Context: an optimization exercise on an open-source flow, tuned for small area, a short achievable clock period and few clock cycles per item. The choices shown serve that exercise and are no tape-out recipe. RTL that was checked went through simulation tests only; none was proved equivalent to the original.

Setup of the previous run:
Design speck64_core, start of the top module:
module speck64_core (
    input  wire          clk,
    input  wire          rst,           
    output wire          ready,
    input  wire          key_load,
    input  wire [127:0]  key_in,        
    input  wire          blk_start,
    input  wire          blk_dec,
    input  wire [63:0]   blk_in,        
    output reg           blk_done,
    output wire [63:0]   blk_out
);
Settings: LEC_CHECK=0, ABC_CLOCK_PERIOD_IN_PS=2500, CAP_MARGIN=20, CORE_MARGIN=2, CORE_UTILIZATION=40, SETUP_SLACK_MARGIN=3.6, SLEW_MARGIN=20; clock period 7.0 ns.
run.sh (not shown) runs the stock make flow with config.mk's settings and CLKGATE_MAP_FILE= SYNTH_SCRIPT=/design/flow/synth_recipe.tcl, a recipe that flattens the netlist after the stock synthesis.
### the previous run -> the current run
- removing SETUP_SLACK_MARGIN (formerly 3.6)
==> comparison <==
Compared with the previous run, the current run shows sequential share of cell area higher by 4.2 points. Final cell count (the current run over the previous run): decrease, 158. Final worst-path setup slack ended up 0.94 ns lower on the current run than on the previous run.
Function was not checked in any run of this note: the RTL went through the layout flow alone.

---

Setup of JK:
The RTL this note starts from:
==> flow/design.v <==
module speck_round #(
    parameter W = 32
)(
    input  wire [W-1:0] x_in,    
    input  wire [W-1:0] y_in,    
    input  wire [W-1:0] k_in,    
    output wire [W-1:0] x_out,
    output wire [W-1:0] y_out
);
    wire [W-1:0] sum;
    speck_add #(.W(W)) u_add (.a({x_in[7:0], x_in[W-1:8]}), .b(y_in), .ci(1'b0), .s(sum));
    assign x_out = sum ^ k_in;
    assign y_out = {y_in[W-4:0], y_in[W-1:W-3]} ^ x_out;
endmodule
module speck_add #(
    parameter W = 32
)(
    input  wire [W-1:0] a,
    input  wire [W-1:0] b,
    input  wire         ci,
    output wire [W-1:0] s
);
    reg [W-1:0] g, p;
    integer i, l, j;
    always @* begin
        g = a & b;
        p = a ^ b;
        g[0] = g[0] | (p[0] & ci);
        for (l = 0; (1 << l) < W; l = l + 1)
            for (i = W - 1; i >= 0; i = i - 1)
                if ((i >> l) & 1) begin
                    j = ((i >> l) << l) - 1;
                    g[i] = g[i] | (p[i] & g[j]);
                    p[i] = p[i] & p[j];
                end
    end
    assign s = a ^ b ^ {g[W-2:0], ci};
endmodule
module speck_round_inverse #(
    parameter W = 32
)(
    input  wire [W-1:0] x_in,
    input  wire [W-1:0] y_in,
    input  wire [W-1:0] k_in,
    output wire [W-1:0] x_out,
    output wire [W-1:0] y_out
);
    wire [W-1:0] t = x_in ^ y_in;
    wire [W-1:0] y_temp = {t[2:0], t[W-1:3]};
    wire [W-1:0] diff;
    speck_add #(.W(W)) u_sub (.a(x_in ^ k_in), .b(~y_temp), .ci(1'b1), .s(diff));
    assign x_out = {diff[W-9:0], diff[W-1:W-8]};
    assign y_out = y_temp;
endmodule
module speck64_core #(
    parameter NE = 4
)(
    input  wire          clk,
    input  wire          rst,           
    output wire          ready,
    input  wire          key_load,
    input  wire [127:0]  key_in,        
    input  wire          blk_start,
    input  wire          blk_dec,
    input  wire [63:0]   blk_in,        
    output wire          blk_done,
    output wire [63:0]   blk_out
);
    reg  [4:0]    ph;        
    reg  [4:0]    ph_b;      
    reg  [NE-1:0] sl;        
    reg  [NE-1:0] show;      
    reg           nokey;     
    reg  [NE-1:0] run;       
    reg  [NE-1:0] dec;       
    reg           expand;    
    reg           pend;      
    reg  [127:0]  ka, kb, kbuf;
    reg  [31:0]   kn;        
    wire last = sl[0];
    wire [NE-1:0] take;
    assign take[0] = last && !pend;
    genvar j;
    generate
        for (j = 1; j < NE; j = j + 1) begin : g_take
            assign take[j] = sl[j] && run[j-1];
        end
    endgenerate
    wire [NE-1:0] sl_next = {sl[NE-1:1], last};    
    wire late_key = key_load && |take[NE-1:1];
    wire stay     = last && nokey && !key_load;     
    wire [31:0] af_l, af_k;
    speck_round         u_key_f (.x_in(ka[63:32]), .y_in(ka[31:0]), .k_in({27'd0, ph}),
                                 .x_out(af_l), .y_out(af_k));
    wire [31:0] bd;
    speck_add u_key_i (.a(kb[127:96] ^ {27'd0, ph_b}), .b(~kn), .ci(1'b1), .s(bd));
    wire [127:0] kb_inv = {kb[95:64], kb[63:32], bd[23:0], bd[31:24], kn};
    wire [31:0]  kn_inv = {kn[2:0] ^ kb[66:64], kn[31:3] ^ kb[95:67]};     
    wire [31:0]  ka_kn  = ka[31:0] ^ ka[127:96];
    wire [31:0]  kn_ka  = {ka_kn[2:0], ka_kn[31:3]};                      
    wire [32*NE-1:0] kdf, kdi;
    assign kdf[31:0] = ka[31:0];
    assign kdi[31:0] = kn;
    wire [63:0] out_sel [0:NE];
    assign out_sel[0] = 64'd0;
    generate
        for (j = 0; j < NE; j = j + 1) begin : g_eng
            reg  [63:0] dat;     
            wire [31:0] xf, yf, xi, yi;
            if (j > 0) begin : g_kd
                reg [31:0] kf, ki;
                always @(posedge clk) begin
                    kf <= kdf[32*(j-1) +: 32];
                    ki <= kdi[32*(j-1) +: 32];
                end
                assign kdf[32*j +: 32] = kf;
                assign kdi[32*j +: 32] = ki;
            end
            speck_round         u_f (.x_in(dat[63:32]), .y_in(dat[31:0]), .k_in(kdf[32*j +: 32]),
                                     .x_out(xf), .y_out(yf));
            speck_round_inverse u_i (.x_in(dat[63:32]), .y_in(dat[31:0]), .k_in(kdi[32*j +: 32]),
                                     .x_out(xi), .y_out(yi));
            always @(posedge clk) begin
                if (sl[j])
                    dat <= blk_in;
                else
                    dat <= dec[j] ? {xi, yi} : {xf, yf};
            end
            assign out_sel[j+1] = out_sel[j] | (show[j] ? dat : 64'd0);
        end
    endgenerate
    assign blk_out = out_sel[NE];
    wire [NE-1:0] sl_d, run_d, dec_d, take_d;
    wire          pend_d = (pend && !last) || late_key;
    assign sl_d  = stay ? sl : {sl_next[NE-2:0], ph == 5'd26};
    assign run_d = stay ? (run & ~sl) : (run & ~sl) | (take & sl & {NE{blk_start}});
    assign dec_d = (dec & ~sl) | (sl & {NE{blk_dec}});
    assign take_d[0] = sl_d[0] && !pend_d;
    generate
        for (j = 1; j < NE; j = j + 1) begin : g_take_d
            assign take_d[j] = sl_d[j] && run_d[j-1];
        end
    endgenerate
    reg          ready_r, done_r;
    assign ready    = ready_r;
    assign blk_done = done_r;
    always @(posedge clk or posedge rst) begin
        if (rst) begin
            sl       <= {{(NE-1){1'b0}}, 1'b1};
            nokey    <= 1'b1;
            run      <= {NE{1'b0}};
            dec      <= {NE{1'b0}};
            expand   <= 1'b0;
            pend     <= 1'b0;
            ready_r  <= 1'b1;
            done_r   <= 1'b0;
        end else begin
            sl      <= sl_d;
            run     <= run_d;
            ready_r <= |take_d;
            done_r  <= |(run_d & sl_d);
            if (!stay) begin
                dec  <= dec_d;
                pend <= pend_d;
                if (last) begin
                    nokey  <= 1'b0;
                    expand <= pend || key_load;
                end
            end
        end
    end
    always @(posedge clk)
        show <= sl_d;
    always @(posedge clk) begin
        if (last) begin
            ph   <= 5'd0;
            ph_b <= 5'd26;
        end else begin
            ph   <= ph + 5'd1;
            ph_b <= ph_b - 5'd1;
        end
    end
    always @(posedge clk) begin
        if (late_key)
            kbuf <= key_in;
        if (last) begin
            if (pend)
                ka <= kbuf;
            else if (key_load)
                ka <= key_in;
            else
                ka <= kb;
            kb <= ka;
            kn <= kn_ka;
        end else begin
            ka <= {af_l, ka[127:64], af_k};
            kn <= kn_inv;        
            if (!expand)
                kb <= kb_inv;
            else if (sl[1])
                kb <= ka;
        end
    end
endmodule
Settings: LEC_CHECK=0, CAP_MARGIN=20, CORE_MARGIN=2, CORE_UTILIZATION=50, SETUP_SLACK_MARGIN=3.6, SLEW_MARGIN=20; clock period 7.0 ns.
standard.sh (not shown) runs the stock make flow with config.mk's settings and CLKGATE_MAP_FILE= SYNTH_SCRIPT=/design/flow/synth_recipe.tcl, a recipe that flattens the netlist after the stock synthesis.
==> flow/flow/run.sh <==
#!/bin/bash
# The standard layout, with the port buffers made from the smallest buffer
# (buf_1) instead of the one buffer_ports picks by default.
set -euo pipefail
export BUFFER_PORTS_ARGS="-buffer_cell sky130_fd_sc_hd__buf_1"
bash standard.sh > standard_flow.log 2>&1
Testbench counts of JK, summed over its fixed seeds: cycles 6,752, blocks 784.
Input-level comparison between MS and JK:
- changing CORE_UTILIZATION from 50 to 40
==> results.txt <==
MS vs JK on final area: MS is the higher one. Arrival time of the worst setup path (higher): JK. When MS is measured against JK, its via count turns out about 0.9% higher. Comparing highest clock frequency the design can meet for MS and JK, the bigger number came from JK. Final hold slack: JK vs MS — no meaningful difference. Run comparison: JK critical-path cell with the highest stage delay edfxtp_1; MS critical-path cell with the highest stage delay a22oi_2. MS against JK: number of signal-net buffers in the layout dropped 4, cell count climbed 284. In MS, post-detailed-placement half-perimeter wirelength is higher than in JK.

separate check: timing with driven ports:
No port has a modelled driver above. Below, the same layouts with a new extraction and two added sets of constraints.
Step 1 (the two cells are an assumption about what drives the block):
set clk [get_ports {clk}]
set_driving_cell -lib_cell sky130_fd_sc_hd__clkbuf_16 $clk
set_driving_cell -lib_cell sky130_fd_sc_hd__buf_2 [delete_from_list [all_inputs] $clk]
Step 2, shift: input delay + t, output delay - t, t = (earliest + latest rising clock arrival at the registers) / 2. This alone moves slack from input paths to output paths.
Three values: ideal ports, drivers, drivers and shift; two values: the first two.
run	t (ns)	setup WS [ns]	worst hold slack (ns)	latest minus earliest clock arrival (ns)	worst slew at a driven data input, ns
the previous run	0.653	2.554 / 2.554 / 2.554	0.449 / 0.449 / 0.449	0.016 / 0.017	0.12
the current run	0.647	1.617 / 1.617 / 1.617	0.455 / 0.455 / 0.455	0.020 / 0.020	0.12
JK	0.787	3.481 / 3.412 / 3.246	0.366 / 0.366 / 0.366	0.042 / 0.042	0.15
MS	0.814	3.399 / 3.320 / 2.963	0.365 / 0.365 / 0.365	0.060 / 0.060	0.10
After both steps setup and hold are still met in every run listed. The setup slack of MS, which loses most, moves by -0.079 ns with the drivers and by -0.436 ns with both steps.
